From an optimization exercise on the open Yosys and OpenROAD flow, aimed at a short achievable clock period and few clock cycles per item; shortcuts taken in it are not production practice. At most, simulation tests tie the RTL to the original design; equivalence was not proved. No functional check of the RTL was part of runs 5 and 6. Power and IR drop assume default switching activity.

## flow/run.sh

```bash
#!/bin/bash
# synth_recipe.tcl (not shown) runs the flow's synth.tcl, then flattens the netlist and writes it again
# the make line also repeats each setting of config.mk as NAME=value (left out here)
make -C /OpenROAD-flow-scripts/flow DESIGN_CONFIG=/design/flow/config.mk WORK_HOME=/design/flow/orfs CLKGATE_MAP_FILE= SYNTH_SCRIPT=/design/flow/synth_recipe.tcl finish
```

## flow/config.mk

```make
export PLATFORM = sky130hd
export DESIGN_NAME = uiFDMA
export DESIGN_NICKNAME = uiFDMA
export VERILOG_FILES = /design/flow/design.v
export SDC_FILE = /design/flow/constraint.sdc
export NUM_CORES = 4
export LEC_CHECK = 0
export ABC_CLOCK_PERIOD_IN_PS = 1700
export CAP_MARGIN = 20
export CORE_AREA = 10 10 350 350
export DIE_AREA = 0 0 360 360
export SETUP_SLACK_MARGIN = 1.5
export SLEW_MARGIN = 20
```

## flow/constraint.sdc

```tcl
create_clock -name core_clock -period 3.3 [get_ports {M_AXI_ACLK}]
set_input_delay 0.6600 -clock core_clock [delete_from_list [all_inputs] [get_ports {M_AXI_ACLK}]]
set_output_delay 0.6600 -clock core_clock [all_outputs]
set_load 0.01 [all_outputs]
```

## flow/design.v

```verilog
`timescale 1ns / 1ns
module uiFDMA_bgen (
    input  wire        clk,
    input  wire        rstn,
    input  wire        start,
    input  wire [31:0] start_addr,
    input  wire [15:0] start_size,
    input  wire        ready,
    output reg         valid,
    output reg  [31:0] addr,
    output reg  [7:0]  len
);
    reg  [31:0] a_q;        
    reg  [21:0] a_inc;      
    reg  [9:0]  nfull;      
    reg  [9:0]  nf_m1;      
    reg         nf_nz;      
    reg         part;       
    reg         full_q;     
    reg  [5:0]  lm1;        
    reg  [1:0]  seq;        
    wire [5:0]  s_lm1  = start_size[5:0] - 6'd1;
    wire        s_full = |start_size[15:6];
    wire        seq1   = (seq == 2'd1);
    wire        seq3   = (seq == 2'd3);
    always @(posedge clk) begin
        a_inc <= a_q[31:10] + 22'd1;
        nf_m1 <= nfull - 10'd1;
        nf_nz <= |nfull;
        if (!rstn) begin
            a_q    <= 32'd0;
            nfull  <= 10'd0;
            part   <= 1'b0;
            full_q <= 1'b0;
            lm1    <= 6'd0;
            seq    <= 2'd0;
        end else if (start) begin
            a_q    <= start_addr;
            nfull  <= start_size[15:6];
            part   <= |start_size[5:0];
            full_q <= s_full;
            lm1    <= s_lm1;
            seq    <= 2'd0;
        end else if (valid & ready) begin
            seq    <= 2'd1;
        end else if (seq != 2'd0) begin
            seq    <= seq + 2'd1;
            if (seq1) begin
                a_q[31:10] <= a_inc;
                if (nf_nz) nfull <= nf_m1;
                else part <= 1'b0;
            end
            if (seq3) full_q <= nf_nz;
        end
        valid <= rstn & (start | (valid & ~ready) | (seq3 & (nf_nz | part)));
        addr  <= start ? start_addr : {(seq1 ? a_inc : a_q[31:10]), a_q[9:0]};
        len   <= {2'b00, start ? (s_lm1 | {6{s_full}}) : (lm1 | {6{seq3 ? nf_nz : full_q}})};
    end
endmodule
module uiFDMA_dcnt (
    input  wire        clk,
    input  wire        rstn,
    input  wire        load,
    input  wire [15:0] val,
    input  wire        dec,
    output wire        one,      
    output wire        nz        
);
    reg  [5:0] lo;
    reg  [9:0] hi;
    reg  [9:0] hi_m1;
    wire       hi_z = (hi == 10'd0);
    assign one = hi_z & (lo == 6'd1);
    assign nz  = ~hi_z | (lo != 6'd0);
    always @(posedge clk) begin
        if (!rstn) begin
            lo <= 6'd0;
            hi <= 10'd0;
        end else if (load) begin
            lo <= val[5:0];
            hi <= val[15:6];
        end else if (dec) begin
            lo <= lo - 6'd1;
            if (lo == 6'd0) hi <= hi_m1;
        end
        hi_m1 <= (load ? val[15:6] : hi) - 10'd1;
    end
endmodule
module uiFDMA_buf #(
    parameter integer W     = 130,
    parameter integer DEPTH = 3
) (
    input  wire         clk,
    input  wire         rstn,
    input  wire         push,
    input  wire         pop,
    input  wire         d_push,
    input  wire         d_pop,
    input  wire [W-1:0] din,
    output reg          hv,
    output reg  [W-1:0] hd,
    output wire         room_nx
);
    reg  [W-1:0]     mem [0:DEPTH-1];
    reg  [DEPTH-1:0] wpo;           
    reg  [DEPTH-1:0] rp0, rp1;      
    reg  [DEPTH:0]   occ;           
    wire             up = push & ~pop;
    wire             dn = pop & ~push;
    wire [DEPTH:0]   occ_nx = up ? {occ[DEPTH-1:0], 1'b0} :
                              dn ? {1'b0, occ[DEPTH:1]} : occ;
    wire [DEPTH-1:0] wsel = wpo & {DEPTH{~occ[DEPTH]}};
    wire             from_din = d_push & (occ[0] | (d_pop & occ[1]));
    reg  [W-1:0]     m0, m1;
    integer          i;
    always @* begin
        m0 = {W{1'b0}};
        m1 = {W{1'b0}};
        for (i = 0; i < DEPTH; i = i + 1) begin
            m0 = m0 | (mem[i] & {W{rp0[i]}});
            m1 = m1 | (mem[i] & {W{rp1[i]}});
        end
    end
    assign room_nx = ~occ_nx[DEPTH];
    always @(posedge clk) begin
        if (!rstn) begin
            occ <= {{DEPTH{1'b0}}, 1'b1};
            wpo <= {{(DEPTH-1){1'b0}}, 1'b1};
            rp0 <= {{(DEPTH-1){1'b0}}, 1'b1};
            rp1 <= (DEPTH > 1) ? {{(DEPTH-1){1'b0}}, 1'b1} << 1 : {{(DEPTH-1){1'b0}}, 1'b1};
        end else begin
            occ <= occ_nx;
            if (push) wpo <= {wpo[DEPTH-2:0], wpo[DEPTH-1]};
            if (pop) begin
                rp0 <= rp1;
                rp1 <= {rp1[DEPTH-2:0], rp1[DEPTH-1]};
            end
        end
        hv <= rstn & ~occ_nx[0];
        for (i = 0; i < DEPTH; i = i + 1)
            if (d_push & wsel[i]) mem[i] <= din;
        hd <= from_din ? din : (d_pop ? m1 : m0);
    end
endmodule
module uiFDMA#
(
parameter  integer         M_AXI_ID_WIDTH			= 3		    ,
parameter  integer         M_AXI_ID			        = 0		    ,
parameter  integer         M_AXI_ADDR_WIDTH			= 32		,
parameter  integer         M_AXI_DATA_WIDTH			= 128		,
parameter  integer		  M_AXI_MAX_BURST_LEN       = 64
)
(
input   wire [M_AXI_ADDR_WIDTH-1 : 0]      fdma_waddr          ,
input                                      fdma_wareq          ,
input   wire [15 : 0]                      fdma_wsize          ,
output                                     fdma_wbusy          ,
input   wire [M_AXI_DATA_WIDTH-1 :0]       fdma_wdata		   ,
output  wire                               fdma_wvalid         ,
input	wire                               fdma_wready		   ,
input   wire [M_AXI_ADDR_WIDTH-1 : 0]      fdma_raddr          ,
input                                      fdma_rareq          ,
input   wire [15 : 0]                      fdma_rsize          ,
output                                     fdma_rbusy          ,
output  wire [M_AXI_DATA_WIDTH-1 :0]       fdma_rdata		   ,
output  wire                               fdma_rvalid         ,
input	wire                               fdma_rready		   ,
input 	wire  								M_AXI_ACLK			,
input 	wire  								M_AXI_ARESETN		,
output 	wire [M_AXI_ID_WIDTH-1 : 0]		    M_AXI_AWID			,
output 	wire [M_AXI_ADDR_WIDTH-1 : 0] 	    M_AXI_AWADDR		,
output 	wire [7 : 0]						M_AXI_AWLEN			,
output 	wire [2 : 0] 						M_AXI_AWSIZE		,
output 	wire [1 : 0] 						M_AXI_AWBURST		,
output 	wire  								M_AXI_AWLOCK		,
output 	wire [3 : 0] 						M_AXI_AWCACHE		,
output 	wire [2 : 0] 						M_AXI_AWPROT		,
output 	wire [3 : 0] 						M_AXI_AWQOS			,
output 	wire  								M_AXI_AWVALID		,
input	wire  								M_AXI_AWREADY		,
output  wire [M_AXI_ID_WIDTH-1 : 0] 		M_AXI_WID			,
output  wire [M_AXI_DATA_WIDTH-1 : 0] 	    M_AXI_WDATA			,
output  wire [M_AXI_DATA_WIDTH/8-1 : 0] 	M_AXI_WSTRB			,
output  wire  								M_AXI_WLAST			,
output  wire  								M_AXI_WVALID		,
input   wire  								M_AXI_WREADY		,
input   wire [M_AXI_ID_WIDTH-1 : 0] 		M_AXI_BID			,
input   wire [1 : 0] 						M_AXI_BRESP			,
input   wire  								M_AXI_BVALID		,
output  wire  								M_AXI_BREADY		,
output  wire [M_AXI_ID_WIDTH-1 : 0] 		M_AXI_ARID			,
output  wire [M_AXI_ADDR_WIDTH-1 : 0] 	    M_AXI_ARADDR		,
output  wire [7 : 0] 						M_AXI_ARLEN			,
output  wire [2 : 0] 						M_AXI_ARSIZE		,
output  wire [1 : 0] 						M_AXI_ARBURST		,
output  wire  								M_AXI_ARLOCK		,
output  wire [3 : 0] 						M_AXI_ARCACHE		,
output  wire [2 : 0] 						M_AXI_ARPROT		,
output  wire [3 : 0] 						M_AXI_ARQOS			,
output  wire  								M_AXI_ARVALID		,
input   wire  								M_AXI_ARREADY		,
input   wire [M_AXI_ID_WIDTH-1 : 0] 		M_AXI_RID			,
input   wire [M_AXI_DATA_WIDTH-1 : 0] 	    M_AXI_RDATA			,
input   wire [1 : 0] 						M_AXI_RRESP			,
input   wire  								M_AXI_RLAST			,
input   wire  								M_AXI_RVALID		,
output  wire  								M_AXI_RREADY
	);
localparam integer WD  = 3;    
localparam integer RD  = 3;    
wire clk  = M_AXI_ACLK;
wire rstn = M_AXI_ARESETN;
assign M_AXI_AWID    = M_AXI_ID;
assign M_AXI_AWSIZE  = 3'd4;
assign M_AXI_AWBURST = 2'b01;
assign M_AXI_AWLOCK  = 1'b0;
assign M_AXI_AWCACHE = 4'b0010;
assign M_AXI_AWPROT  = 3'h0;
assign M_AXI_AWQOS   = 4'h0;
assign M_AXI_WID     = M_AXI_ID;
assign M_AXI_WSTRB   = {(M_AXI_DATA_WIDTH/8){1'b1}};
assign M_AXI_BREADY  = 1'b1;
assign M_AXI_ARID    = M_AXI_ID;
assign M_AXI_ARSIZE  = 3'd4;
assign M_AXI_ARBURST = 2'b01;
assign M_AXI_ARLOCK  = 1'b0;
assign M_AXI_ARCACHE = 4'b0010;
assign M_AXI_ARPROT  = 3'h0;
assign M_AXI_ARQOS   = 4'h0;
reg  wbusy;
wire wstart = fdma_wareq & ~wbusy;
assign fdma_wbusy = wbusy;
uiFDMA_bgen aw_gen (
    .clk(clk), .rstn(rstn), .start(wstart), .start_addr(fdma_waddr),
    .start_size(fdma_wsize), .ready(M_AXI_AWREADY),
    .valid(M_AXI_AWVALID), .addr(M_AXI_AWADDR), .len(M_AXI_AWLEN));
reg         take_ok;             
reg  [5:0]  u_idx;
wire        u_one, u_nz;
assign fdma_wvalid = fdma_wready & take_ok;
wire tk   = fdma_wready & take_ok;
wire u_lb = u_one | (u_idx == 6'd63);
uiFDMA_dcnt u_cnt (
    .clk(clk), .rstn(rstn), .load(wstart), .val(fdma_wsize), .dec(tk),
    .one(u_one), .nz(u_nz));
wire         wh_v;
wire [129:0] wh_d;
wire         w_room;
wire         w_hs = wh_v & M_AXI_WREADY;
uiFDMA_buf #(.W(130), .DEPTH(WD)) wbuf (
    .clk(clk), .rstn(rstn), .push(tk), .pop(w_hs),
    .d_push(fdma_wready), .d_pop(M_AXI_WREADY),
    .din({u_one, u_lb, fdma_wdata}),
    .hv(wh_v), .hd(wh_d), .room_nx(w_room));
assign M_AXI_WVALID = wh_v;
assign M_AXI_WLAST  = wh_d[128];
assign M_AXI_WDATA  = wh_d[127:0];
always @(posedge clk) begin
    wbusy   <= rstn & (wstart | (wbusy & ~(w_hs & wh_d[129])));
    take_ok <= rstn & (wstart | ((tk ? ~u_one : u_nz) & w_room));
    if (wstart) u_idx <= 6'd0;
    else if (tk) u_idx <= u_idx + 6'd1;
end
reg  rbusy;
wire rstart = fdma_rareq & ~rbusy;
assign fdma_rbusy = rbusy;
uiFDMA_bgen ar_gen (
    .clk(clk), .rstn(rstn), .start(rstart), .start_addr(fdma_raddr),
    .start_size(fdma_rsize), .ready(M_AXI_ARREADY),
    .valid(M_AXI_ARVALID), .addr(M_AXI_ARADDR), .len(M_AXI_ARLEN));
reg          rready;
wire         r_hs = M_AXI_RVALID & rready;
wire         rh_v;
wire [127:0] rh_d;
wire         r_room;
wire         dlv = fdma_rready & rh_v;
wire         d_one, d_nz;
assign M_AXI_RREADY = rready;
assign fdma_rvalid  = fdma_rready & rh_v;
assign fdma_rdata   = rh_d;
uiFDMA_buf #(.W(128), .DEPTH(RD)) rbuf (
    .clk(clk), .rstn(rstn), .push(r_hs), .pop(dlv),
    .d_push(M_AXI_RVALID), .d_pop(fdma_rready),
    .din(M_AXI_RDATA),
    .hv(rh_v), .hd(rh_d), .room_nx(r_room));
uiFDMA_dcnt d_cnt (
    .clk(clk), .rstn(rstn), .load(rstart), .val(fdma_rsize), .dec(dlv),
    .one(d_one), .nz(d_nz));
always @(posedge clk) begin
    rbusy  <= rstn & (rstart | (rbusy & ~(dlv & d_one)));
    rready <= rstn & r_room;
end
endmodule
```

==> results.txt, run 1 <==
# setup viols final=0; Area growth syn-to-layout=24.0%; fin crit share=between 50% and 60%; share of synthesized cell area in full adder, half adder and majority cells=less than 1%; post-DP HPWL=approximately 100000 um; layout cells sized above 1=34.9%; slack of the worst reg-to-reg path=1500 ps; Synth Area in Compound Gates=9.54%; Worst EP required=between 2000 and 3000 ps; htree depth=4; relative slew slack=42.9%; simple-gate share of the synthesized area=under 10%; mux contribution to synthesized area=between 10% and 20%; Critical Path Source Type=flop; outcome=timing/DRC/antenna clean; Final min period=approximately 2000 ps; Yosys reg bits=between 1000 and 1500; min-delay worst type=input pin to flop; area fraction of the dominant cell type after synthesis=40.4%; cell area after placement=65500 um2; R2R cell count=6; ys flop type=edfxtp_1; Pwr Density=583 nW/um2; largest cells by area after synthesis=edfxtp_1, dfxtp_1, mux2_2, a222oi_1, a21oi_1; number of global-route vias before repair=37000; overflow left after global routing=0; Die Wd=360 um; Routed WL=between 150000 and 200000 um; Hold EP=rbusy$_DFF_P_; VDD IR max=453 uV; WL/cell=23.0 um; number of routed nets with antenna violations=0; first-pass GRT wire length=roughly 230000 um; CP Class=flop to primary output; CP arrival=approximately 1300 ps; register area share after synthesis=roughly three fifths; maximum number of pins on one net before global-route repair=about 130; synthesized area=57600 um2; cells after synthesis=between 4000 and 5000; max-slew violations=0; Final nets=5435; Async S/R FF share, synth=0%; total vias in the final route=between 30000 and 40000; R2R Path End=wbuf.hd[78]$_DFF_P_; largest family of logic cells by synthesized area=multiplexers; Crit. End Element=primary output; highest clock rate=507 MHz; clk_skew=21.7 ps; Buf/Inv on CP=2; clock buffer depth=3; crit-path cells=nand2_4 -> clkinv_4 -> buf_6; Routability Congestion=0.757; CP top delay family=flip-flops; initial antenna violation count=66; XOR/XNOR Fraction of Synth Area=under 10%; Core Area=between 100000 and 150000 um2; Synth area leader=edfxtp_1; critical path's slowest cell=dfxtp_2; Synth Warn #=7; row cnt=124; initial DRC count=2982; Syn Area/Cell=around 13 um2; Die Y=around 360 um; Post-synth EDFFs=between 700 and 800; Worst-Margin Slew=around 860 ps; TNS Setup=0 ps; clock latency on the worst-skew pair=~740 ps; hold path cells=3; GRT Resource Usage Total=22.5%; Hold Worst Slack=between 300 and 400 ps; RSZ-0062 raised after global routing=yes; vias per cell=5.59; CTS Buf Count=about 150; DRC Markers=0; die footprint=roughly 130000 um2; hold path startpoint=fdma_rareq; Hold-fix buffers, CTS=0; post-synthesis cell type count=about 60; max incr delay on CP=approximately 320 ps; fin area=approximately 71000 um2; I/O Pins=roughly 780; P_leak=between 0.02 and 0.03 uW; CTS tree=built; First-pass DRT Iterations=9; CP Max Fanout=2; CTS Root Cell=clkbuf_16; RR Startpoint=wbuf.occ[1]$_SDFFE_PN0P_; Initial Utilization=between 50 and 60%; clk slew on worst S/H paths=around 60 ps; # port buffers=702; most frequent cells in the layout=edfxtp_1, mux2_2, a21oi_1; clock tree sinks=~1400; Final Hold Fails=0; most common cell after layout, fill and taps aside=edfxtp_1; Max Cap Viol=0
## synth_stat cells, drive strengths merged (8+ instances only)
cell / count
a211oi: 28
a21oi: 412
a222oi: 259
and2: 24
and3: 8
buf: 334
clkbuf: 160
dfxtp: 590
edfxtp: 774
ha: 29
inv: 30
mux2: 774
mux2i: 73
nand2: 303
nand2b: 8
nand3: 29
nand4: 9
nor2: 351
nor3: 23
nor4: 12
o21ai: 79
xnor2: 55
xor2: 44
## timing repair
action / 4_1_cts / 5_1_grt
cloned: 2 / 4
setup buffers: 13 / 15
setup endpoints to repair: 627 / 587
resized for setup: 1903 / 172
pin swaps: 7 / 5
## worst max-delay path by stage
stage	from	endpoint	slack, ps	depth (start not counted)
2_1_floorplan	fdma_wready	wbuf.mem[0][0]$_DFFE_PP_	1130	2
3_3_place_gp	fdma_wareq	u_cnt.hi_m1[6]$_DFF_P_	540	9
3_5_place_dp	fdma_wareq	u_cnt.hi_m1[6]$_DFF_P_	490	9
4_1_cts	rbuf.hv$_DFF_P_	fdma_rvalid	1270	3
5_1_grt	rbuf.hv$_DFF_P_	fdma_rvalid	1270	3
6_report	rbuf.hv$_DFF_P_	fdma_rvalid	1330	3
## registers in the layout, indices dropped and copies added (netlist names), 22 cells and up
register      cells
ar_gen.a_q       32
rbuf.hd         128
aw_gen.a_q       32
aw_gen.a_inc     22
wbuf.hd         130
ar_gen.a_inc     22
ar_gen.addr      32
rbuf.mem        384
aw_gen.addr      32
wbuf.mem        390
## per-layer routing
layer  GRT usage [%]  share of wire [%]  vias to the layer above  routed length [um]
met4            9.63                3.4                       50                5230
met3            7.15                7.8                      267               11900
li1                -                  -                    17700                   -
met2            37.1                 49                     1096               75000
met5               0               0.22                        -                 339
met1            27.0                 40                    18300               61500
## cells by family (layout without fill, tap and decap cells)
family                   count (synthesis)  after routing
AO/OA/AOI/OAI                          803            803
XOR/XNOR                                99             99
adder cells (fa/ha/maj)                 29             29
buffers and inverters                  525           1139
flip-flops                            1364           1364
multiplexers                           847            847
other                                    2             91
AND/OR/NAND/NOR                        805            808
## worst min-delay path: stages
cell and delay, ps:
dlymetal6s2s_1 160, o21ai_0 90, a21oi_1 100
## metrics by stage
| step | utilization (%) | worst slack (ps) | std cells | power (uW) |
|---|---|---|---|---|
| 6_report | 62.3 | 1330 | 6692 | 41600 |
| 3_3_place_gp | 57.2 | 541 | 6360 | 25400 |
| 2_1_floorplan | - | 1130 | 4536 | 23000 |
| 4_1_cts | 61.5 | 1270 | 6646 | 41700 |
| 5_1_grt | 62.3 | 1270 | 6688 | 43200 |
| 3_5_place_dp | 57.2 | 488 | 6360 | 25400 |
## cell type report
class	count	area, um2
diodes	27	67.6
inverters	31	129
repair buffers	837	8760
well taps	1512	1890
clock buffers	225	4410
fillers	8884	43200
clock inverters	46	424
multi-input cells	2650	20100
flip-flops and latches	1364	35500
## report_power, final
part           internal (uW)  switching, uW  leakage, uW
logic                   2690           2620       0.0112
registers              19300            718       0.0121
clock network           9810           6480      0.00238
total                  31800           9820       0.0257
Testbench counts, summed over its fixed seeds: cycles 60,473, beats 98,576.
==> run 2, diff against run 1 <==
--- a/flow/config.mk
+++ b/flow/config.mk
@@ -10,2 +10,3 @@
 export CORE_AREA = 10 10 350 350
+export CTS_BUF_LIST = sky130_fd_sc_hd__clkbuf_8
 export DIE_AREA = 0 0 360 360
==> results.txt, run 2 <==
# port buffers=702 (unchanged); vias per cell=5.54 (-0.92%); Final min period=2100 ps (+132 ps); CTS Root Cell=clkbuf_8; first-pass GRT wire length=230000 um (+0.75%); Syn Area/Cell=12.9 um2 (unchanged); most frequent cells in the layout=edfxtp_1, mux2_2, a21oi_1; maximum number of pins on one net before global-route repair=127 (unchanged); initial DRC count=3061 (+2.6%); # setup viols final=0 (unchanged); number of global-route vias before repair=37700 (+1.8%); hold path cells=3 (unchanged); Worst-Margin Slew=915 ps (+58.3 ps); Die Wd=360 um (unchanged); multi-input combinational cell area=20100 um2 (+0.12%); fin crit share=63.7% (+4.0 points); post-DP HPWL=102000 um (unchanged); RR Startpoint=wbusy$_DFF_P_; Initial Utilization=50.3% (unchanged); Top reg by flops=wbuf.mem; VDD IR max=375 uV (-17%); CP Max Fanout=2 (unchanged); htree depth=4 (unchanged); area fraction of the dominant cell type after synthesis=40.4% (unchanged); R2R cell count=7 (+1); TNS Setup=0 ps (unchanged); Routed WL=154000 um (-0.26%); largest cells by area after synthesis=edfxtp_1, dfxtp_1, mux2_2, a222oi_1, a21oi_1; GRT Resource Usage Total=22.6% (+0.078 points); Final nets=5503 (+1.3%); Crit. End Element=primary output; clk slew on worst S/H paths=60 ps (about the same); RSZ-0062 raised after global routing=yes; I/O Pins=779 (unchanged); Largest regs=wbuf.mem x390, rbuf.mem x384, wbuf.hd x130; Die Y=360 um (unchanged); max-slew violations=0 (unchanged); Synth area leader=edfxtp_1; CP Class=flop to primary output; die footprint=130000 um2 (unchanged); Async S/R FF share, synth=0% (unchanged); clock buffer depth=3 (unchanged); highest clock rate=476 MHz (-6.3%); CP arrival=1440 ps (+130 ps); total vias in the final route=37800 (+1.1%); Post-synth EDFFs=774 (unchanged); Tot Pwr=39900 uW (-4.1%); initial antenna violation count=51 (-23%); number of routed nets with antenna violations=0 (unchanged); register area share after synthesis=60.9% (unchanged); Hold EP=aw_gen.addr[1]$_DFF_P_; Max Cap Viol=0 (unchanged); most common cell after layout, fill and taps aside=edfxtp_1; relative slew slack=39.0% (-3.9 points); synth cell count leaders=edfxtp_1, mux2_2, dfxtp_1, a21oi_1, nor2_1; Final Hold Fails=0 (unchanged); Core Area=115000 um2 (unchanged); R2R Path End=u_cnt.hi_m1[7]$_DFF_P_; Yosys reg bits=1364 (unchanged); synthesized area=57600 um2 (unchanged); Worst EP required=2640 ps (about the same); FF+latch area=35500 um2 (about the same); ys flop type=edfxtp_1; CTS tree=built; outcome=timing/DRC/antenna clean; P_leak=0.0259 uW (+0.94%); Routability Congestion=0.757 (unchanged); hold path startpoint=fdma_waddr[1]; Hold-fix buffers, CTS=0 (unchanged); Filler Cells Inserted=9067 (+2.1%); max reg flops=390 (unchanged); clock tree sinks=1364 (unchanged); WL/cell=22.5 um (-2.2%); slack of the worst reg-to-reg path=1440 ps (-60 ps); First-pass DRT Iterations=10 (+1); Critical Path Source Type=flop; row cnt=124 (unchanged); CTS Buf Count=223 (+51%); post-synthesis cell type count=59 (unchanged); overflow left after global routing=0 (unchanged); clock latency on the worst-skew pair=870 ps (+130 ps); cells after synthesis=4474 (unchanged); Pwr Density=562 nW/um2 (-3.5%); Area growth syn-to-layout=23.3%; final core area utilization=62.0% (-0.35 points); DRC Markers=0 (unchanged); clk_skew=27.9 ps (+6.19 ps); Synth Warn #=7 (unchanged); min-delay worst type=input pin to flop; layout cells sized above 1=35.9% (+1.0 points)
run 2: power breakdown:
part           internal, uW  total [uW]  leakage (uW)  switching, uW
Clock                  7990       14600       0.00268           6620
Combinational          2680        5290        0.0111           2610
Sequential            19300       20000        0.0121            719
run 2: worst max path at each step:
| stage | cells after the start | to | startpoint | slack [ps] |
|---|---|---|---|---|
| global route | 3 | fdma_rvalid | rbuf.hv$_DFF_P_ | 1110 |
| detailed placement | 9 | u_cnt.hi_m1[6]$_DFF_P_ | fdma_wareq | 490 |
| floorplan | 2 | wbuf.mem[0][0]$_DFFE_PP_ | fdma_wready | 1130 |
| global placement | 9 | u_cnt.hi_m1[6]$_DFF_P_ | fdma_wareq | 540 |
| finish | 3 | fdma_rvalid | rbuf.hv$_DFF_P_ | 1200 |
| CTS | 3 | fdma_rvalid | rbuf.hv$_DFF_P_ | 1100 |
run 2: metrics by stage:
stage                     std cells  setup WS (ps)  hold slack [ps]  instance area [um2]
after floorplan                4536           1130              401                58200
after global placement         6360            541              423                65500
after detailed placement       6360            488              430                65500
after CTS                      6797           1100              241                70100
after global routing           6821           1110              280                70900
final                          6828           1200              336                70900
run 2: per-layer routing:
layer | vias to the layer above | share of wire, % | GRT usage [%]
li1 | 17900 | - | -
met1 | 18400 | 40 | 27.4
met2 | 1188 | 49 | 37.8
met3 | 293 | 7.7 | 6.50
met4 | 42 | 3.2 | 8.69
met5 | - | 0.19 | 0
run 2: critical path, stage by stage (launching register included):
cell,delay (ps)
dfxtp_2,320
nand2_4,80
clkinv_4,50
buf_6,130
run 2: area by class of cell:
cell class | instances | area share [%]
clock inverter | 145 | 1.08
tap | 1512 | 2.67
antenna | 20 | 0.0705
inverter | 31 | 0.182
clock buffer | 276 | 5.35
timing repair buffer | 831 | 12.2
sequential | 1364 | 50.1
multi-input combinational | 2649 | 28.4
run 2: kinds of logic after synthesis:
family          share of synthesized area, %
buf+inv                                 5.07
mux                                     16.4
fa+ha+maj                              0.630
xor+xnor                                1.51
flops                                   60.9
other cells                           0.0130
compound gates                          9.54
simple gates                            5.92
run 2: repair_timing:
item | CTS | global route
gates resized for setup | 1907 | 173
setup endpoints to repair | 464 | 434
setup buffers | 15 | 8
hold endpoints to repair | 0 | 0
pin swaps | 3 | 7
cloned | 1 | 3
==> run 3, diff against run 2 <==
--- a/flow/config.mk
+++ b/flow/config.mk
@@ -7,8 +7,8 @@
 export LEC_CHECK = 0
-export ABC_CLOCK_PERIOD_IN_PS = 1700
+export ABC_CLOCK_PERIOD_IN_PS = 1500
 export CAP_MARGIN = 20
 export CORE_AREA = 10 10 350 350
-export CTS_BUF_LIST = sky130_fd_sc_hd__clkbuf_8
 export DIE_AREA = 0 0 360 360
-export SETUP_SLACK_MARGIN = 1.5
+export PLACE_DENSITY = 0.75
+export SETUP_SLACK_MARGIN = 1.7
 export SLEW_MARGIN = 20
==> results.txt, run 3 <==
outcome=timing/DRC/antenna clean; synthesized area=57600 um2 (unchanged); max reg flops=390 (unchanged); WL/cell=23.3 um (+3.7%); Post-synth EDFFs=774 (unchanged); synth cell count leaders=edfxtp_1, mux2_2, dfxtp_1, a21oi_1, nor2_1; Worst-Margin Slew=799 ps (-116 ps); CP arrival=2610 ps (+1170 ps); CTS Buf Count=142 (-36%); RSZ-0062 raised after global routing=yes; area fraction of the dominant cell type after synthesis=40.4% (unchanged); Yosys reg bits=1364 (unchanged); Area growth syn-to-layout=27.3%; htree depth=4 (unchanged); Core Area=115000 um2 (unchanged); # setup viols final=0 (unchanged); metal1 wirelength=61100 um (-0.85%); highest metal used=met5; DRC Markers=0 (unchanged); VDD IR max=475 uV (+27%); Top reg by flops=wbuf.mem; fin crit share=60.7% (-3.0 points); cells after synthesis=4474 (unchanged); P_leak=0.0267 uW (+2.9%); CTS tree=built; First-pass DRT Iterations=10 (unchanged); most common cell after layout, fill and taps aside=edfxtp_1; Die Wd=360 um (unchanged); TNS Setup=0 ps (unchanged); largest cells by area after synthesis=edfxtp_1, dfxtp_1, mux2_2, a222oi_1, a21oi_1; post-synthesis cell type count=59 (unchanged); Final min period=2000 ps (-99.1 ps); vias per cell=5.75 (+3.9%); Critical Path Source Type=input pin; Filler Cells Inserted=8085 (-11%); die footprint=130000 um2 (unchanged); GRT Resource Usage Total=22.4% (-0.14 points); total vias in the final route=38900 (+2.8%); # port buffers=702 (unchanged); register area share after synthesis=60.9% (unchanged); clk slew on worst S/H paths=60 ps (about the same); initial antenna violation count=28 (-45%); relative slew slack=46.7% (+7.7 points); clock tree sinks=1364 (unchanged); Async S/R FF share, synth=0% (unchanged); Routed met3 length=10100 um (-14%); most frequent cells in the layout=edfxtp_1, mux2_2, a21oi_1; first-pass GRT wire length=231000 um (+0.51%); CP Class=input pin to flop; setup slack after layout=1300 ps (+99.1 ps); Post-Place Worst Slack=355 ps (-133 ps); overflow left after global routing=0 (unchanged); initial DRC count=3819 (+25%); Synth Warn #=7 (unchanged); Synth area leader=edfxtp_1; Max Cap Viol=0 (unchanged); Pwr Density=575 nW/um2 (+2.2%); Routability Congestion=0.817 (+7.9%); Final Hold Fails=0 (unchanged); layout cells sized above 1=38.6% (+2.7 points); Crit. End Element=flop; clk_skew=26.6 ps (-1.36 ps); I/O Pins=779 (unchanged); ys flop type=edfxtp_1; CP Max Fanout=63 (+61); Worst EP required=3910 ps (+1270 ps); clock buffer depth=3 (unchanged); number of global-route vias before repair=38900 (+3.1%); slack of the worst reg-to-reg path=1440 ps (about the same); row cnt=124 (unchanged); max-slew violations=0 (unchanged); met2 WL=80900 um (+7.8%); number of routed nets with antenna violations=0 (unchanged); Die Y=360 um (unchanged); Syn Area/Cell=12.9 um2 (unchanged); maximum number of pins on one net before global-route repair=112 (-12%); Final nets=5510 (+0.13%); post-DP HPWL=96200 um (-5.3%); Initial Utilization=50.3% (unchanged); highest clock rate=499 MHz (+4.9%); CTS Root Cell=clkbuf_16; min-delay worst type=input pin to flop; clock latency on the worst-skew pair=750 ps (-120 ps); Largest regs=wbuf.mem x390, rbuf.mem x384, wbuf.hd x130; Routed WL=158000 um (+2.6%)
## run 3: cell counts after synthesis
No cell type changed its count.
## run 3: repair_timing
action	CTS	global route
pin swaps	21	84
setup endpoints to repair	1391	870
gates cloned	19	13
setup buffers	52	31
endpoints found under the hold margin	0	0
hold buffers	0	0
gates resized for setup	1937	377
## run 3: where the power goes
group          internal (uW)  switching, uW  total, uW
combinational           2930           2850       5780
sequential             19300            708      20000
clock                   9690           6660      16300
## run 3: layer usage
layer,vias up,global-route usage [%]
li1,17800,-
met1,19200,26.7
met2,1440,39.3
met3,318,4.60
met4,20,9.41
met5,-,0
## run 3: area by class of cell
cell class                      instances  area (um2)  area share, %
Inverter                               31         129          0.176
Clock buffer                          213        4180           5.70
Multi-Input combinational cell       2657       21100           28.7
Timing Repair Buffer                  911        9820           13.4
Clock inverter                         52         647          0.883
Sequential cell                      1364       35500           48.5
Tap cell                             1512        1890           2.58
Antenna cell                           19        47.5         0.0649
## run 3: critical path, stage by stage
cell and delay, ps:
buf_8 200, buf_4 660, mux2_2 430, a222oi_1 460
a21oi_1 120
## run 3: metrics by stage
stage,cells,hold WS [ps],power [uW],util (%),area (um2)
after floorplan,4536,401,23100,-,58300
after global placement,6360,423,25200,57.2,65500
after detailed placement,6360,428,25400,57.2,65500
after CTS,6696,414,41900,62.4,71400
after global routing,6756,402,43600,64.0,73300
final,6759,411,42100,64.0,73300
## run 3: kinds of logic after synthesis
kind of cell             count (synthesis)  share of synthesized area, %
multiplexers                           847                          16.4
adder cells (fa/ha/maj)                 29                         0.630
other                                    2                        0.0130
XOR/XNOR                                99                          1.51
AO/OA/AOI/OAI                          803                          9.54
flip-flops                            1364                          60.9
buffers and inverters                  525                          5.07
AND/OR/NAND/NOR                        805                          5.92
## run 3: path summary, 6_finish.rpt
kind,from,to,cells after the start
max,fdma_rready,rbuf.hd[124]$_DFF_P_,5
min,fdma_rsize[9],ar_gen.nfull[3]$_SDFFE_PN0P_,3
max reg2reg,wbusy$_DFF_P_,u_cnt.hi_m1[4]$_DFF_P_,10
min reg2reg,ar_gen.a_q[10]$_SDFFE_PN0P_,ar_gen.a_inc[0]$_DFF_P_,1
==> run 4, diff against run 3 <==
==> flow/flow/run.sh (new file) <==
#!/bin/bash
# The standard ORFS layout (the standard.sh), with the port buffers that
# buffer_ports inserts made plain buf_4 cells instead of the library's
# smallest buffer (a delay cell), so that the paths through them start fast.
set -euo pipefail
bash standard.sh "BUFFER_PORTS_ARGS=-buffer_cell sky130_fd_sc_hd__buf_4" finish > standard_flow.log 2>&1
==> flow/standard.sh (new file) <==
#!/bin/bash
# synth_recipe.tcl (not shown) runs the flow's synth.tcl, then flattens the netlist and writes it again
# the make line also repeats each setting of config.mk as NAME=value (left out here)
make -C /OpenROAD-flow-scripts/flow DESIGN_CONFIG=/design/flow/config.mk WORK_HOME=/design/flow/orfs CLKGATE_MAP_FILE= SYNTH_SCRIPT=/design/flow/synth_recipe.tcl "${@:-finish}"
--- a/flow/config.mk
+++ b/flow/config.mk
@@ -7,3 +7,3 @@
 export LEC_CHECK = 0
-export ABC_CLOCK_PERIOD_IN_PS = 1500
+export ABC_CLOCK_PERIOD_IN_PS = 1700
 export CAP_MARGIN = 20
@@ -11,4 +11,3 @@
 export DIE_AREA = 0 0 360 360
-export PLACE_DENSITY = 0.75
-export SETUP_SLACK_MARGIN = 1.7
+export SETUP_SLACK_MARGIN = 1.5
 export SLEW_MARGIN = 20
removed: flow/run.sh
==> results.txt, run 4 <==
I/O Pins=779 (unchanged); highest clock rate=484 MHz (-3.0%); CP Max Fanout=2 (-97%); Crit. End Element=primary output; Final min period=2070 ps (+62.0 ps); WL/cell=22.8 um (-2.2%); min-delay worst type=input pin to flop; die footprint=130000 um2 (unchanged); area fraction of the dominant cell type after synthesis=40.4% (unchanged); total vias in the final route=37500 (-3.6%); largest family of logic cells by synthesized area=multiplexers; DRC Markers=0 (unchanged); most frequent cells in the layout=edfxtp_1, mux2_2, buf_4; Critical Path Source Type=flop; # port buffers=702 (unchanged); RSZ-0062 raised after global routing=yes; max incr delay on CP=320 ps (-340 ps); relative slew slack=56.9% (+10 points); clk_skew=20.1 ps (-6.47 ps); CTS tree=built; Synth area leader=edfxtp_1; # setup viols final=0 (unchanged); Initial Utilization=50.3% (unchanged); Largest regs=wbuf.mem x390, rbuf.mem x384, wbuf.hd x130; max reg flops=390 (unchanged); initial antenna violation count=41 (+46%); XOR/XNOR Fraction of Synth Area=1.51% (unchanged); ys flop type=edfxtp_1; CTS Root Cell=clkbuf_16; cell area after placement=63500 um2 (-3.0%); synthesized area=57600 um2 (unchanged); CP arrival=1410 ps (-1200 ps); clock buffer depth=3 (unchanged); clock tree sinks=1364 (unchanged); Routability Congestion=0.773 (-5.4%); register area share after synthesis=60.9% (unchanged); clock latency on the worst-skew pair=740 ps (about the same); max-slew violations=0 (unchanged); Die Y=360 um (unchanged); Hold-fix buffers, CTS=0 (unchanged); post-synthesis cell type count=59 (unchanged); maximum number of pins on one net before global-route repair=84 (-25%); synth cell count leaders=edfxtp_1, mux2_2, dfxtp_1, a21oi_1, nor2_1; First-pass DRT Iterations=9 (-1); clk slew on worst S/H paths=60 ps (about the same); R2R cell count=6 (-4); fin area=70700 um2 (-3.5%); CP top delay family=flip-flops; Synth Area in Compound Gates=9.54% (unchanged); largest cells by area after synthesis=edfxtp_1, dfxtp_1, mux2_2, a222oi_1, a21oi_1; Routed WL=152000 um (-3.3%); Core Area=115000 um2 (unchanged); TNS Setup=0 ps (unchanged); simple-gate share of the synthesized area=5.92% (unchanged); Max Cap Viol=0 (unchanged); hold path cells=1 (-2); Async S/R FF share, synth=0% (unchanged); number of global-route vias before repair=37600 (-3.3%); Levels on crit path=3 (-2); outcome=timing/DRC/antenna clean; Filler Cells Inserted=8988 (+11%); htree depth=4 (unchanged); post-DP HPWL=99200 um (+3.2%); CP Class=flop to primary output; Area growth syn-to-layout=22.8%; vias per cell=5.61 (-2.5%); Buf/Inv on CP=2 (unchanged); Synth Warn #=7 (unchanged); Post-synth EDFFs=774 (unchanged); Worst-Margin Slew=646 ps (-153 ps); share of synthesized cell area in full adder, half adder and majority cells=0.630% (unchanged); Yosys reg bits=1364 (unchanged); Syn Area/Cell=12.9 um2 (unchanged); initial DRC count=3169 (-17%); P_leak=0.0260 uW (-2.6%); VDD IR max=450 uV (-5.2%); Final nets=5422 (-1.6%); Final Hold Fails=0 (unchanged); CTS Buf Count=148 (+4.2%); first-pass GRT wire length=228000 um (-1.6%); cells after synthesis=4474 (unchanged); fin crit share=62.6% (+1.9 points); overflow left after global routing=0 (unchanged); most common cell after layout, fill and taps aside=edfxtp_1; Die Wd=360 um (unchanged); GRT Resource Usage Total=22.4% (-0.057 points); Pwr Density=588 nW/um2 (+2.4%); number of routed nets with antenna violations=0 (unchanged); layout cells sized above 1=43.2% (+4.6 points); Worst EP required=2640 ps (-1270 ps); Top reg by flops=wbuf.mem; critical path's slowest cell=dfxtp_2; row cnt=124 (unchanged); crit-path cells=nand2_4 -> clkinvlp_4 -> buf_6; mux contribution to synthesized area=16.4% (unchanged)
-- run 4: worst reg2reg max path: stages, from the launching register on --
cell,delay [ps]
dfxtp_4,380
buf_4,150
nor4b_4,330
a21oi_2,130
a2111oi_4,300
a21bo_1,260
xor2_1,130
-- run 4: worst paths after layout --
path	startpoint	endpoint	slack [ps]
hold / removal	fdma_wdata[27]	wbuf.mem[0][27]$_DFFE_PP_	120
setup / recovery	take_ok$_DFF_P_	fdma_wvalid	1230
hold reg to reg	ar_gen.a_q[9]$_SDFFE_PN0N_	ar_gen.addr[9]$_DFF_P_	440
setup reg to reg	wbusy$_DFF_P_	u_cnt.hi_m1[7]$_DFF_P_	1520
-- run 4: report_power, final --
group / leakage [uW] / switching [uW] / internal, uW / total (uW)
logic: 0.0115 / 2610 / 2680 / 5290
registers: 0.0121 / 739 / 19300 / 20000
clock network: 0.00236 / 6660 / 9630 / 16300
total: 0.0260 / 10000 / 31600 / 41600
-- run 4: per-layer routing --
layer / GRT usage, % / wire length (um)
met2: 37.4 / 74600
met1: 27.3 / 61400
met3: 6.47 / 11500
met4: 8.57 / 4620
met5: 0 / 254
-- run 4: cell type report --
class                   instances  area, um2  share of cell area (%)
inverters                      31        133                   0.188
diodes                         22       55.1                  0.0779
well taps                    1512       1890                    2.68
clock inverters                54        474                   0.671
clock buffers                 224       4370                    6.18
repair buffers                821       8050                    11.4
multi-input cells            2653      20100                    28.5
flip-flops and latches       1364      35600                    50.3
-- run 4: logic make-up (layout without fill, tap and decap cells) --
kind of cell,after synthesis,count (layout)
fa+ha+maj,29,29
xor+xnor,99,99
flops,1364,1364
buf+inv,525,1130
simple gates,805,811
other cells,2,86
mux,847,847
compound gates,803,803
-- run 4: what timing repair did --
action,in CTS,in global routing
cloned,1,6
resized for setup,684,75
hold endpoints to repair,0,0
buffers inserted,14,9
pin swaps,4,2
setup endpoints to repair,539,475
-- run 4: through the flow --
| step | utilization, % | power (uW) | setup WS [ps] | cells | hold slack, ps |
|---|---|---|---|---|---|
| after floorplan | - | 23000 | 1130 | 4536 | 401 |
| after global placement | 55.5 | 25000 | 795 | 6351 | 421 |
| after detailed placement | 55.5 | 25100 | 728 | 6351 | 426 |
| after CTS | 61.4 | 41900 | 1180 | 6644 | 59.4 |
| after global routing | 61.7 | 43200 | 1190 | 6676 | 78.3 |
| final | 61.7 | 41600 | 1230 | 6681 | 116 |
==> run 5, diff against run 4 <==
--- a/flow/design.v
+++ b/flow/design.v
@@ -100,2 +100,3 @@
     output reg          hv,
+    output reg          hvn,           
     output reg  [W-1:0] hd,
@@ -138,3 +139,4 @@
         end
-        hv <= rstn & ~occ_nx[0];
+        hv  <= rstn & ~occ_nx[0];
+        hvn <= ~rstn | occ_nx[0];
         for (i = 0; i < DEPTH; i = i + 1)
@@ -236,7 +238,7 @@
     .valid(M_AXI_AWVALID), .addr(M_AXI_AWADDR), .len(M_AXI_AWLEN));
-reg         take_ok;             
+reg         take_n;              
 reg  [5:0]  u_idx;
 wire        u_one, u_nz;
-assign fdma_wvalid = fdma_wready & take_ok;
-wire tk   = fdma_wready & take_ok;
+assign fdma_wvalid = ~(take_n | ~fdma_wready);
+wire tk   = ~(take_n | ~fdma_wready);
 wire u_lb = u_one | (u_idx == 6'd63);
@@ -253,3 +255,3 @@
     .din({u_one, u_lb, fdma_wdata}),
-    .hv(wh_v), .hd(wh_d), .room_nx(w_room));
+    .hv(wh_v), .hvn(), .hd(wh_d), .room_nx(w_room));
 assign M_AXI_WVALID = wh_v;
@@ -259,3 +261,3 @@
     wbusy   <= rstn & (wstart | (wbusy & ~(w_hs & wh_d[129])));
-    take_ok <= rstn & (wstart | ((tk ? ~u_one : u_nz) & w_room));
+    take_n  <= ~(rstn & (wstart | ((tk ? ~u_one : u_nz) & w_room)));
     if (wstart) u_idx <= 6'd0;
@@ -272,9 +274,9 @@
 wire         r_hs = M_AXI_RVALID & rready;
-wire         rh_v;
+wire         rh_vn;
 wire [127:0] rh_d;
 wire         r_room;
-wire         dlv = fdma_rready & rh_v;
+wire         dlv = ~(rh_vn | ~fdma_rready);
 wire         d_one, d_nz;
 assign M_AXI_RREADY = rready;
-assign fdma_rvalid  = fdma_rready & rh_v;
+assign fdma_rvalid  = ~(rh_vn | ~fdma_rready);
 assign fdma_rdata   = rh_d;
@@ -284,3 +286,3 @@
     .din(M_AXI_RDATA),
-    .hv(rh_v), .hd(rh_d), .room_nx(r_room));
+    .hv(), .hvn(rh_vn), .hd(rh_d), .room_nx(r_room));
 uiFDMA_dcnt d_cnt (
==> flow/run.sh (new file) <==
#!/bin/bash
# synth_recipe.tcl (not shown) runs the flow's synth.tcl, then flattens the netlist and writes it again
# the make line also repeats each setting of config.mk as NAME=value (left out here)
make -C /OpenROAD-flow-scripts/flow DESIGN_CONFIG=/design/flow/config.mk WORK_HOME=/design/flow/orfs CLKGATE_MAP_FILE= SYNTH_SCRIPT=/design/flow/synth_recipe.tcl finish
removed: flow/flow/run.sh
removed: flow/standard.sh
==> results.txt, run 5 <==
initial antenna violation count=42 (+2.4%); highest metal used=met5; Synth Warn #=7 (unchanged); Routed met3 length=11000 um (-4.7%); Routability Congestion=0.781 (+1.1%); I/O Pins=779 (unchanged); Final nets=5442 (+0.37%); Area growth syn-to-layout=23.8%; Tot Pwr=41700 uW (+0.14%); maximum number of pins on one net before global-route repair=127 (+51%); Worst-Margin Slew=756 ps (+110 ps); fin crit share=62.1% (-0.53 points); synthesized area=57600 um2 (about the same); Final Hold Fails=0 (unchanged); post-DP HPWL=102000 um (+2.5%); Logic pwr share=13.1% (+0.4 points); register area share after synthesis=60.9% (about the same); first-pass GRT wire length=233000 um (+2.5%); CTS Root Cell=clkbuf_16; number of routed nets with antenna violations=0 (unchanged); Worst EP required=2640 ps (about the same); TNS Setup=0 ps (unchanged); max reg flops=390 (unchanged); CP arrival=1390 ps (-20 ps); htree depth=4 (unchanged); clk slew on worst S/H paths=60 ps (about the same); number of global-route vias before repair=37500 (-0.25%); cell count after placement=6367 (+0.25%); largest cells by area after synthesis=edfxtp_1, dfxtp_1, mux2_2, a222oi_1, a21oi_1; row cnt=124 (unchanged); Synth area leader=edfxtp_1; GRT Resource Usage Total=23.0% (+0.58 points); Post-Layout Cell Count=6691 (+0.15%); Top reg by flops=wbuf.mem; CP Class=flop to primary output; Routed WL=156000 um (+2.6%); relative slew slack=49.6% (-7.3 points); highest clock rate=488 MHz (+0.85%); fin area=71300 um2 (+0.79%); WL/cell=23.4 um (+2.4%); overflow left after global routing=0 (unchanged); VDD IR max=445 uV (-1.1%); Pint=31600 uW (about the same); max-slew violations=0 (unchanged); Critical Path Source Type=flop; min-delay worst type=flop to flop; RSZ-0062 raised after global routing=yes; CP Max Fanout=2 (unchanged); metal1 wirelength=62200 um (+1.2%); First-pass DRT Iterations=7 (-2); Seq pwr share=47.8% (-0.3 points); Crit. End Element=primary output; Core Area=115000 um2 (unchanged); CTS Buf Count=148 (unchanged); Hold EP=aw_gen.addr[2]$_DFF_P_; total vias in the final route=37700 (+0.62%); hold path startpoint=aw_gen.a_q[2]$_SDFFE_PN0N_; clk_skew=25.7 ps (+5.59 ps); Pwr Density=585 nW/um2 (-0.64%); clock latency on the worst-skew pair=750 ps (about the same); clock buffer depth=3 (unchanged); # setup viols final=0 (unchanged); cell area after placement=65300 um2 (+2.8%); layout cells sized above 1=34.9% (-8.3 points); area fraction of the dominant cell type after synthesis=40.4% (about the same); outcome=timing/DRC/antenna clean; DRC Markers=0 (unchanged); Async S/R FF share, synth=0% (unchanged); cells after synthesis=4490 (+0.36%); Clock power frac=39.1% (about the same); slack of the worst reg-to-reg path=1360 ps (-160 ps); ys flop type=edfxtp_1; switching power=10100 uW (+0.83%); Die Y=360 um (unchanged); die footprint=130000 um2 (unchanged); RR Startpoint=wbusy$_DFF_P_; P_leak=0.0257 uW (-1.2%); Yosys reg bits=1364 (unchanged); R2R Path End=u_cnt.hi_m1[6]$_DFF_P_; most common cell after layout, fill and taps aside=edfxtp_1; R2R cell count=8 (+2); most frequent cells in the layout=edfxtp_1, mux2_2, a21oi_1; hold path cells=2 (+1); Initial Utilization=50.3% (about the same); Largest regs=wbuf.mem x390, rbuf.mem x384, wbuf.hd x130; Final min period=2050 ps (-17.3 ps); Post-synth EDFFs=774 (unchanged); Max Cap Viol=0 (unchanged); vias per cell=5.63 (+0.47%); Sw Ratio=24.2% (+0.16 points); Hold Worst Slack=440 ps (+324 ps); initial DRC count=2983 (-5.9%); Syn Area/Cell=12.8 um2 (-0.31%); met2 WL=78100 um (+4.7%); CTS tree=built; post-synthesis cell type count=56 (-5.1%); # port buffers=702 (unchanged); clock tree sinks=1364 (unchanged); synth cell count leaders=edfxtp_1, mux2_2, dfxtp_1, a21oi_1, nor2_1; Die Wd=360 um (unchanged)
run 5: routing by layer:
| metal | vias to the layer above | track usage [%] |
|---|---|---|
| met3 | 253 | 6.26 |
| met2 | 1067 | 39.4 |
| li1 | 17800 | - |
| met4 | 40 | 8.57 |
| met1 | 18600 | 27.4 |
| met5 | - | 0 |
run 5: layout make-up:
cell class / count / area [um2]
sequential: 1364 / 35500
clock buffer: 221 / 4270
tap: 1512 / 1890
clock inverter: 54 / 547
multi-input combinational: 2661 / 20300
timing repair buffer: 834 / 8670
fill: 8914 / 43200
antenna: 15 / 37.5
inverter: 30 / 120
run 5: worst max-delay path by stage:
stage / from / endpoint / slack [ps] / cells past startpoint
after detailed placement: fdma_rareq / d_cnt.hi_m1[6]$_DFF_P_ / 390 / 9
final: take_n$_DFF_P_ / fdma_wvalid / 1250 / 3
after global placement: fdma_rareq / d_cnt.hi_m1[6]$_DFF_P_ / 410 / 9
after global routing: take_n$_DFF_P_ / fdma_wvalid / 1190 / 3
after CTS: take_n$_DFF_P_ / fdma_wvalid / 1190 / 3
after floorplan: fdma_wareq / u_cnt.hi_m1[6]$_DFF_P_ / 840 / 11
run 5: logic make-up (layout without fill, tap and decap cells):
kind of cell / count (synthesis) / count (layout) / share of synthesized area, %
AND/OR/NAND/NOR: 819 / 821 / 6.05
multiplexers: 840 / 840 / 16.3
AO/OA/AOI/OAI: 809 / 809 / 9.60
other: 2 / 79 / 0.0130
buffers and inverters: 529 / 1139 / 5.06
flip-flops: 1364 / 1364 / 60.9
XOR/XNOR: 98 / 98 / 1.49
adder cells (fa/ha/maj): 29 / 29 / 0.630
run 5: power by group through the flow:
stage,sequential (uW),combinational (uW),clock [uW]
final,19900,5440,16300
after global routing,20000,5890,17400
after CTS,19900,5310,16600
after detailed placement,20100,5330,0
after global placement,20100,5280,0
after floorplan,20000,3030,0
run 5: worst max-delay path, stage by stage, from the launching register on:
cell and delay (ps):
dfxtp_2 320, nand2b_4 150, inv_4 90, buf_6 100
run 5: metrics by stage:
| step | setup WS [ps] | utilization, % |
|---|---|---|
| after global placement | 415 | 57.0 |
| after CTS | 1190 | 61.4 |
| after detailed placement | 388 | 57.0 |
| final | 1250 | 62.2 |
| after global routing | 1190 | 62.2 |
| after floorplan | 840 | - |
run 5: what timing repair did:
item / in CTS / in global routing
gates resized for setup: 1887 / 192
endpoints found under the hold margin: 0 / 0
buffers inserted: 20 / 7
pin swaps: 12 / 19
hold buffers: 0 / 0
endpoints found under the setup margin: 530 / 561
gates cloned: 1 / 6
==> run 6, diff against run 5 <==
--- a/flow/config.mk
+++ b/flow/config.mk
@@ -9,5 +9,5 @@
 export CAP_MARGIN = 20
-export CORE_AREA = 10 10 350 350
-export DIE_AREA = 0 0 360 360
-export SETUP_SLACK_MARGIN = 1.5
+export CORE_AREA = 10 10 320 320
+export DIE_AREA = 0 0 330 330
+export SETUP_SLACK_MARGIN = 1.4
 export SLEW_MARGIN = 20
==> results.txt, run 6 <==
outcome=timing/DRC/antenna clean; initial DRC count=3552 (+19%); Die Wd=330 um (-8.3%); Yosys reg bits=1364 (unchanged); register area share after synthesis=60.9% (unchanged); CP arrival=1400 ps (about the same); Hold Worst Slack=423 ps (-16.6 ps); Area growth syn-to-layout=20.5%; ys flop type=edfxtp_1; Crit. End Element=primary output; TNS Setup=0 ps (unchanged); Synth area leader=edfxtp_1; Pwr Density=585 nW/um2 (about the same); maximum number of pins on one net before global-route repair=103 (-19%); Pint=30900 uW (-2.2%); Sw Ratio=23.9% (-0.28 points); Hold-fix buffers, CTS=0 (unchanged); Initial Utilization=60.5% (+10 points); P_leak=0.0252 uW (-2.0%); Post-synth EDFFs=774 (unchanged); CTS tree=built; most frequent cells in the layout=mux2_2, edfxtp_1, dfxtp_1; VDD IR max=505 uV (+13%); I/O Pins=779 (unchanged); largest cells by area after synthesis=edfxtp_1, dfxtp_1, mux2_2, a222oi_1, a21oi_1; area fraction of the dominant cell type after synthesis=40.4% (unchanged); relative slew slack=45.6% (-4.0 points); die footprint=109000 um2 (-16%); clock buffer depth=3 (unchanged); CP endpoint=fdma_wvalid; R2R Path End=u_cnt.hi_m1[6]$_DFF_P_; cell area after placement=65100 um2 (-0.40%); overflow left after global routing=0 (unchanged); Die Y=330 um (-8.3%); min-delay worst type=input pin to flop; metal1 wirelength=57900 um (-6.9%); R2R cell count=9 (+1); Worst-Margin Slew=815 ps (+59.6 ps); clock tree sinks=1364 (unchanged); post-synthesis cell type count=56 (unchanged); layout cells sized above 1=31.4% (-3.4 points); Tot Pwr=40600 uW (-2.6%); met2 WL=75700 um (-3.1%); clock latency on the worst-skew pair=750 ps (about the same); Routed met3 length=11500 um (+5.4%); clk slew on worst S/H paths=60 ps (about the same); total vias in the final route=37800 (+0.19%); htree depth=4 (unchanged); number of routed nets with antenna violations=0 (unchanged); CTS Buf Count=143 (-3.4%); # setup viols final=0 (unchanged); vias per cell=5.87 (+4.2%); synthesized area=57600 um2 (unchanged); Final min period=2060 ps (+16.3 ps); Largest regs=wbuf.mem x390, rbuf.mem x384, wbuf.hd x130; RSZ-0062 raised after global routing=yes; cells after synthesis=4490 (unchanged); Syn Area/Cell=12.8 um2 (unchanged); CTS Root Cell=clkbuf_16; RR Startpoint=wbusy$_DFF_P_; slack of the worst reg-to-reg path=1360 ps (about the same); crit path launch=fdma_wready; Top reg by flops=wbuf.mem; Final Hold Fails=0 (unchanged); first-pass GRT wire length=224000 um (-4.0%); CP Max Fanout=3 (+1); row cnt=113 (-8.9%); Clock power frac=38.6% (-0.5 points); Final nets=5431 (-0.20%); clk_skew=19.9 ps (-5.76 ps); DRC Markers=0 (unchanged); FF+latch area=35300 um2 (-0.51%); fin area=69400 um2 (-2.6%); WL/cell=23.5 um (+0.40%); Worst EP required=2640 ps (about the same); max reg flops=390 (unchanged); Routability Congestion=0.828 (+6.0%); fin crit share=62.6% (+0.49 points); # port buffers=702 (unchanged); initial antenna violation count=36 (-14%); Synth Warn #=7 (unchanged); switching power=9710 uW (-3.7%); First-pass DRT Iterations=6 (-1); Critical Path Source Type=input pin; Max Cap Viol=0 (unchanged); number of global-route vias before repair=37400 (-0.13%); highest clock rate=484 MHz (-0.79%); multi-input combinational cell area=20100 um2 (-0.83%); highest metal used=met5; Filler Cells Inserted=6534 (-27%); Async S/R FF share, synth=0% (unchanged); Logic pwr share=12.5% (-0.6 points); GRT Resource Usage Total=26.4% (+3.5 points); max-slew violations=0 (unchanged); synth cell count leaders=edfxtp_1, mux2_2, dfxtp_1, a21oi_1, nor2_1; Seq pwr share=48.9% (+1.1 points); Core Area=95200 um2 (-17%); CP Class=input pin to primary output; post-DP HPWL=100000 um (-1.5%); Routed WL=151000 um (-3.5%)
## run 6: repair_timing
item / in CTS / in global routing
gates cloned: 0 / 1
pin swaps: 4 / 10
endpoints found under the setup margin: 468 / 221
setup buffers: 16 / 15
gates resized for setup: 1663 / 46
## run 6: per-layer routing
metal	vias to the layer above	global-route usage [%]
li1	17700	-
met1	18500	32.1
met2	1241	44.5
met3	283	6.18
met4	32	12.2
met5	-	0
## run 6: cell type report
| cell class | instances | share of cell area (%) |
|---|---|---|
| clock buffer | 223 | 6.19 |
| antenna | 20 | 0.0721 |
| multi-input combinational | 2660 | 29.0 |
| inverter | 30 | 0.173 |
| timing repair buffer | 829 | 11.0 |
| tap | 1265 | 2.28 |
| sequential | 1364 | 50.8 |
| clock inverter | 40 | 0.445 |
## run 6: logic make-up after synthesis
| kind of cell | Yosys count | share of synthesized area, % |
|---|---|---|
| adder cells (fa/ha/maj) | 29 | 0.630 |
| XOR/XNOR | 98 | 1.49 |
| buffers and inverters | 529 | 5.06 |
| AND/OR/NAND/NOR | 819 | 6.05 |
| AO/OA/AOI/OAI | 809 | 9.60 |
| flip-flops | 1364 | 60.9 |
| multiplexers | 840 | 16.3 |
| other | 2 | 0.0130 |
## run 6: worst max-delay path, stage by stage
cell and delay, ps:
dlygate4sd2_1 470, nand2b_4 100, inv_4 70, buf_6 100
## run 6: worst min-delay path by stage
stage | start | cells past startpoint | end
after global routing | M_AXI_WREADY | 4 | wbuf.rp1[1]$_SDFFE_PN1P_
after CTS | M_AXI_WREADY | 4 | wbuf.rp1[1]$_SDFFE_PN1P_
after floorplan | ar_gen.a_q[10]$_SDFFE_PN0P_ | 1 | ar_gen.a_inc[0]$_DFF_P_
after detailed placement | ar_gen.a_q[10]$_SDFFE_PN0P_ | 1 | ar_gen.a_inc[0]$_DFF_P_
final | M_AXI_WREADY | 4 | wbuf.rp1[1]$_SDFFE_PN1P_
after global placement | ar_gen.a_q[10]$_SDFFE_PN0P_ | 1 | ar_gen.a_inc[0]$_DFF_P_
## run 6: power by group through the flow
stage	sequential (uW)	combinational, uW	clock, uW
after floorplan	20000	3040	0
after global routing	19900	5490	16600
after global placement	20100	5190	0
final	19800	5080	15700
after detailed placement	20100	5250	0
after CTS	19800	5040	15900
## run 6: through the flow
stage / setup WS (ps) / util (%) / instances
after global routing: 1230 / 72.9 / 6427
after CTS: 1160 / 72.6 / 6395
after global placement: 378 / 68.4 / 6116
after floorplan: 840 / - / 4552
after detailed placement: 345 / 68.4 / 6116
final: 1240 / 72.9 / 6431

==> static timing again, ports no longer ideal <==
How much do the figures lean on ideal ports? The routed layouts below were timed once more, with nothing changed but the port constraints.
Step 1 sets driving cells, clkbuf_16 on the clock port and buf_2 on the other inputs (assumed; they add their load-dependent delay and slew).
Step 2 adds t to the input delays and takes it off the output delays; t is the mean of the earliest and latest rising clock arrival at the registers after step 1. Input paths then give back, and output paths get back, about the clock's delay inside the block.
Slacks: no drivers / after step 1 / after step 2; pairs: no drivers / after step 1.
| run | t, ns | slack for setup (ns) | latest minus earliest clock arrival (ns) |
|---|---|---|---|
| run 1 | 0.802 | 1.329 / 1.258 / 0.717 | 0.023 / 0.023 |
| run 2 | 0.926 | 1.197 / 1.126 / 0.581 | 0.034 / 0.033 |
| run 3 | 0.805 | 1.296 / 1.266 / 0.504 | 0.031 / 0.031 |
| run 4 | 0.806 | 1.234 / 1.163 / 0.781 | 0.026 / 0.026 |
| run 5 | 0.806 | 1.252 / 1.177 / 0.595 | 0.029 / 0.030 |
| run 6 | 0.810 | 1.235 / 1.197 / 0.607 | 0.025 / 0.025 |
After both steps setup and hold are still met in every run listed. The setup slack of run 3, which loses most, moves by -0.030 ns with the drivers and by -0.792 ns with both steps.
